Source: an optimization exercise on an open RTL-to-GDS flow (aim: small area). Production flows keep margins and buffers that such runs may drop.
Only simulation tests tie the RTL to the original design; equivalence was not proved.
No activity file was given, so power comes from the tool's default toggle rates.

job 2211:
## TopLevel
module TopLevel(
	input clk,
	input rst,
	output reg [9:0] output_data,
	output SPWM_1,
	output SPWM_2
);
wire en_inc;
wire inc_load0, inc_step, inc_rg, inc_15358, inc_15359, inc_wrap;
wire dec_load0, dec_step, dec_rg, dec_15359, dec_zero, dec_zval;
wire [9:0] vi, vd, salida;
wire need_i, need_d;
wire [8:0] g;
Incrementador inst_inc(
	.clk(clk),
	.rst(rst),
	.en(en_inc),
	.rg(inc_rg),
	.at15359(inc_15359),
	.wrap(inc_wrap),
	.load0(inc_load0),
	.step(inc_step)
);
Decrementador inst_dec(
	.clk(clk),
	.rst(rst),
	.en(!en_inc),
	.rg(dec_rg),
	.at15359(dec_15359),
	.at_zero(dec_zero),
	.zero_value(dec_zval),
	.load0(dec_load0),
	.step(dec_step)
);
mem2 inst_mem2(.k(need_i ? vi : vd), .g(g));
tracker trk_inc(.clk(clk), .load0(inc_load0), .step(inc_step), .grant(1'b1), .g(g), .need(need_i),
	.v(vi), .rg(inc_rg), .at15358(inc_15358), .at15359(inc_15359), .wrap(inc_wrap));
tracker trk_dec(.clk(clk), .load0(dec_load0), .step(dec_step), .grant(!need_i), .g(g), .need(need_d),
	.v(vd), .rg(dec_rg), .at15358(), .at15359(dec_15359), .wrap());
contador1 inst_contador1(
	.clk(clk),
	.rst(rst),
	.inc_end(inc_15358),
	.dec_zero(dec_zero),
	.v_inc(inc_rg ? 10'd0 : vi),
	.v_dec(dec_zval ? 10'd0 : ~vd),
	.en_inc(en_inc),
	.salida(salida)
);
always @(posedge clk) begin
	if (rst)
		output_data <= 10'd0;
	else
		output_data <= salida;
end
signal inst_signal(
	.clk(clk),
	.rst(rst),
	.input_signal(output_data),
	.en_inc(en_inc),
	.SPWM_1(SPWM_1),
	.SPWM_2(SPWM_2)
);
endmodule
Size in the first run: roughly 590 cells after synthesis, about 82 flip-flops, about 14 I/O pins.
export LEC_CHECK = 0
export ABC_AREA = 1
export CAP_MARGIN = 20
export CORE_MARGIN = 2
export CORE_UTILIZATION = 20
export CTS_CLUSTER_SIZE = 30
export GPL_TIMING_DRIVEN = 0
export PLACE_DENSITY = 0.35
export SLEW_MARGIN = 20
export SYNTH_MEMORY_MAX_BITS = 262144
create_clock -name core_clock -period 10.0 [get_ports {clk}]
standard.sh (not shown) runs the stock make flow with config.mk's settings and CLKGATE_MAP_FILE= SYNTH_SCRIPT=/design/flow/synth_recipe.tcl, a recipe that flattens the netlist after the stock synthesis.
==> flow/flow/run.sh <==
#!/bin/bash
# Own layout flow: the standard layout (standard.sh, ORFS make), with one
# change to synthesis: the final ABC mapping uses an area-oriented script
# (flow/area.abc) and no buffering/upsizing, and the ORFS adder
# extraction (extract_fa) and Kogge-Stone lookahead map are not used.
# Port buffers use the smallest buffer cell.
# Everything else (Yosys front end, -nofsm -noshare, flattening, renaming,
# floorplan, PDN, placement, CTS, routing) is the standard flow.
set -euo pipefail
W=$(pwd)
# synthesis script: ORFS synth.tcl with only its abc call replaced
sed "s#log_cmd abc {\*}\$abc_args#abc -script $W/flow/area.abc {*}\$lib_args {*}\$lib_dont_use_args#" \
  "$FLOW_HOME/scripts/synth.tcl" > "$W/own_synth_body.tcl"
grep -q "flow/area.abc" "$W/own_synth_body.tcl"
sed "s#source \$::env(SCRIPTS_DIR)/synth.tcl#source $W/own_synth_body.tcl#" \
  "$W/synth_recipe.tcl" > "$W/own_synth.tcl"
grep -q "own_synth_body.tcl" "$W/own_synth.tcl"
bash "$W/standard.sh" SYNTH_SCRIPT="$W/own_synth.tcl" ADDER_MAP_FILE= SYNTH_OPERATIONS_ARGS=-nordff BUFFER_PORTS_ARGS="-buffer_cell sky130_fd_sc_hd__buf_1" finish \
  > "$W/flow_make.log" 2>&1
test -f "$W/out/final.def"
==> flow/flow/area.abc <==
strash
&get -n
&deepsyn -T 60
&put
dch -f
amap
In summary, job 2211 completed successfully, with a layout that passed the timing, design-rule and antenna checks.
Setup changes, job 2211 to job 2983
# job 2211
export LEC_CHECK = 0
export ABC_AREA = 1
export CAP_MARGIN = 20
export CORE_MARGIN = 2
export CORE_UTILIZATION = 20
export CTS_CLUSTER_SIZE = 30
export GPL_TIMING_DRIVEN = 0
export PLACE_DENSITY = 0.35
export SLEW_MARGIN = 20
export SYNTH_MEMORY_MAX_BITS = 262144
create_clock -name core_clock -period 10.0 [get_ports {clk}]
# job 2983
export LEC_CHECK = 0
export ABC_AREA = 1
export CAP_MARGIN = 20
export CORE_MARGIN = 2
export CORE_UTILIZATION = 50
export GPL_TIMING_DRIVEN = 0
export PLACE_DENSITY = 0.6
export SLEW_MARGIN = 20
export SYNTH_MEMORY_MAX_BITS = 262144
create_clock -name core_clock -period 10.0 [get_ports {clk}]
diff --git a/flow/flow/run.sh b/flow/flow/run.sh
--- a/flow/flow/run.sh
+++ b/flow/flow/run.sh
@@ -16,5 +16,5 @@
   "$W/synth_recipe.tcl" > "$W/own_synth.tcl"
 grep -q "own_synth_body.tcl" "$W/own_synth.tcl"
-bash "$W/standard.sh" SYNTH_SCRIPT="$W/own_synth.tcl" ADDER_MAP_FILE= SYNTH_OPERATIONS_ARGS=-nordff BUFFER_PORTS_ARGS="-buffer_cell sky130_fd_sc_hd__buf_1" finish \
+bash "$W/standard.sh" SYNTH_SCRIPT="$W/own_synth.tcl" ADDER_MAP_FILE= SYNTH_OPERATIONS_ARGS=-nordff BUFFER_PORTS_ARGS="-buffer_cell sky130_fd_sc_hd__buf_1" CTS_ARGS="-sink_clustering_enable -repair_clock_nets -dont_use_dummy_load -root_buf sky130_fd_sc_hd__clkbuf_8 -buf_list sky130_fd_sc_hd__clkbuf_4" finish \
   > "$W/flow_make.log" 2>&1
 test -f "$W/out/final.def"
[summary]
- Compared with job 2211, in job 2983 highest net fanout along the worst path flat; total power down about 13%; design area down 7.7%; detail-routed net length per standard cell up 9.9%.
- Job 2983 gives less headroom to the max-slew limit than job 2211 did.
- The instance count after placement with tap cells included in job 2211 is 1.2 times that in job 2983.
The inputs of job 4924 differ from those of job 2983 as listed below.
# job 2983
export LEC_CHECK = 0
export ABC_AREA = 1
export CAP_MARGIN = 20
export CORE_MARGIN = 2
export CORE_UTILIZATION = 50
export GPL_TIMING_DRIVEN = 0
export PLACE_DENSITY = 0.6
export SLEW_MARGIN = 20
export SYNTH_MEMORY_MAX_BITS = 262144
create_clock -name core_clock -period 10.0 [get_ports {clk}]
# job 4924
export LEC_CHECK = 0
export ABC_AREA = 1
export CAP_MARGIN = 20
export CORE_MARGIN = 2
export CORE_UTILIZATION = 20
export PLACE_DENSITY = 0.35
export SLEW_MARGIN = 20
export SYNTH_MEMORY_MAX_BITS = 262144
create_clock -name core_clock -period 10.0 [get_ports {clk}]
diff --git a/flow/flow/run.sh b/flow/flow/run.sh
--- a/flow/flow/run.sh
+++ b/flow/flow/run.sh
@@ -16,5 +16,5 @@
   "$W/synth_recipe.tcl" > "$W/own_synth.tcl"
 grep -q "own_synth_body.tcl" "$W/own_synth.tcl"
-bash "$W/standard.sh" SYNTH_SCRIPT="$W/own_synth.tcl" ADDER_MAP_FILE= SYNTH_OPERATIONS_ARGS=-nordff BUFFER_PORTS_ARGS="-buffer_cell sky130_fd_sc_hd__buf_1" CTS_ARGS="-sink_clustering_enable -repair_clock_nets -dont_use_dummy_load -root_buf sky130_fd_sc_hd__clkbuf_8 -buf_list sky130_fd_sc_hd__clkbuf_4" finish \
+bash "$W/standard.sh" SYNTH_SCRIPT="$W/own_synth.tcl" ADDER_MAP_FILE= SYNTH_OPERATIONS_ARGS=-nordff BUFFER_PORTS_ARGS="-buffer_cell sky130_fd_sc_hd__buf_1" finish \
   > "$W/flow_make.log" 2>&1
 test -f "$W/out/final.def"
Notes after the runs:
Job 4924 | stages: all done | timing, DRC, antenna: all pass. From job 2983 to job 4924 the numbers moved as follows: number of instances on the worst hold path down 1; final-layout fill cell count shows an increase of about 200%. Comparing overall global routing resource usage for job 2983 and job 4924, the smaller number came from job 4924. The die of job 4924 is larger than the one used in job 2983. The clock share of power reported for job 4924 is greater than that of job 2983 by 12 points. | wire length of the first global-routing pass | job 4924 vs job 2983 | worse |. The lower final design area excluding fillers came out of job 2983. Job 2983 has higher required time of the critical path than job 4924. Area overhead of the layout relative to synthesis: lower on job 2983. The wire length of job 4924 was inferior to that of job 2983.
Input changes introduced in job 1521 (baseline for comparison: job 4924):
# job 4924
export LEC_CHECK = 0
export ABC_AREA = 1
export CAP_MARGIN = 20
export CORE_MARGIN = 2
export CORE_UTILIZATION = 20
export PLACE_DENSITY = 0.35
export SLEW_MARGIN = 20
export SYNTH_MEMORY_MAX_BITS = 262144
create_clock -name core_clock -period 10.0 [get_ports {clk}]
# job 1521
export LEC_CHECK = 0
export ABC_AREA = 1
export CAP_MARGIN = 20
export CORE_MARGIN = 2
export CORE_UTILIZATION = 20
export CTS_CLUSTER_SIZE = 30
export GPL_TIMING_DRIVEN = 0
export PLACE_DENSITY = 0.35
export SLEW_MARGIN = 20
export SYNTH_MEMORY_MAX_BITS = 262144
create_clock -name core_clock -period 10.0 [get_ports {clk}]
diff --git a/flow/flow/run.sh b/flow/flow/run.sh
--- a/flow/flow/run.sh
+++ b/flow/flow/run.sh
@@ -4,5 +4,6 @@
 # (flow/area.abc) and no buffering/upsizing, and the ORFS adder
 # extraction (extract_fa) and Kogge-Stone lookahead map are not used.
-# Port buffers use the smallest buffer cell.
+# Port buffers use the smallest buffer cell. Clock tree: clkbuf_8 buffers,
+# no dummy loads.
 # Everything else (Yosys front end, -nofsm -noshare, flattening, renaming,
 # floorplan, PDN, placement, CTS, routing) is the standard flow.
@@ -16,5 +17,5 @@
   "$W/synth_recipe.tcl" > "$W/own_synth.tcl"
 grep -q "own_synth_body.tcl" "$W/own_synth.tcl"
-bash "$W/standard.sh" SYNTH_SCRIPT="$W/own_synth.tcl" ADDER_MAP_FILE= SYNTH_OPERATIONS_ARGS=-nordff BUFFER_PORTS_ARGS="-buffer_cell sky130_fd_sc_hd__buf_1" finish \
+bash "$W/standard.sh" SYNTH_SCRIPT="$W/own_synth.tcl" ADDER_MAP_FILE= SYNTH_OPERATIONS_ARGS=-nordff BUFFER_PORTS_ARGS="-buffer_cell sky130_fd_sc_hd__buf_1" CTS_ARGS="-sink_clustering_enable -repair_clock_nets -dont_use_dummy_load -sink_clustering_size 30 -sink_clustering_max_diameter 100 -buf_list sky130_fd_sc_hd__clkbuf_8" finish \
   > "$W/flow_make.log" 2>&1
 test -f "$W/out/final.def"
Notes after the runs:
The lower detailed-route wire length of job 4924 and job 1521 is in job 1521. Static leakage in job 1521 is about 7% lower than in job 4924. Sort job 4924 and job 1521 by share of final-layout standard cells stronger than drive strength 1, ascending, and job 1521 comes first. HPWL reported at the end of detailed placement went down by a few percent going from job 4924 to job 1521. Stage delay of the slowest cell on the critical path: job 1521 vs job 4924 — no meaningful difference. [compare] base=job 4924 new=job 1521: post-layout minimum cycle time moved up, detail-routed net length per standard cell lower.

-- static timing again, ports no longer ideal --
No port has a modelled driver above. Below, the same layouts with a new extraction and two added sets of constraints. Step 1 sets driving cells, clkbuf_16 on the clock port and buf_2 on the other inputs (assumed; they add their load-dependent delay and slew). Step 2, shift: input delay + t, output delay - t, t = (earliest + latest rising clock arrival at the registers) / 2. This alone moves slack from input paths to output paths. a / b / c = ideal / step 1 / step 2; a / b = the first two.
run | t (ns) | setup slack, ns | latest minus earliest clock arrival (ns) | worst data-port slew with drivers (ns) | pins driven straight from the clock port
job 2211 | 0.375 | 4.462 / 4.462 / 4.462 | 0.007 / 0.006 | 0.03 | 1
job 2983 | 0.372 | 4.634 / 4.634 / 4.634 | 0.034 / 0.034 | 0.03 | 1
job 4924 | 0.377 | 4.594 / 4.594 / 4.594 | 0.008 / 0.008 | 0.03 | 1
job 1521 | 0.387 | 4.472 / 4.472 / 4.472 | 0.023 / 0.022 | 0.03 | 1
After both steps setup and hold are still met in every run listed.
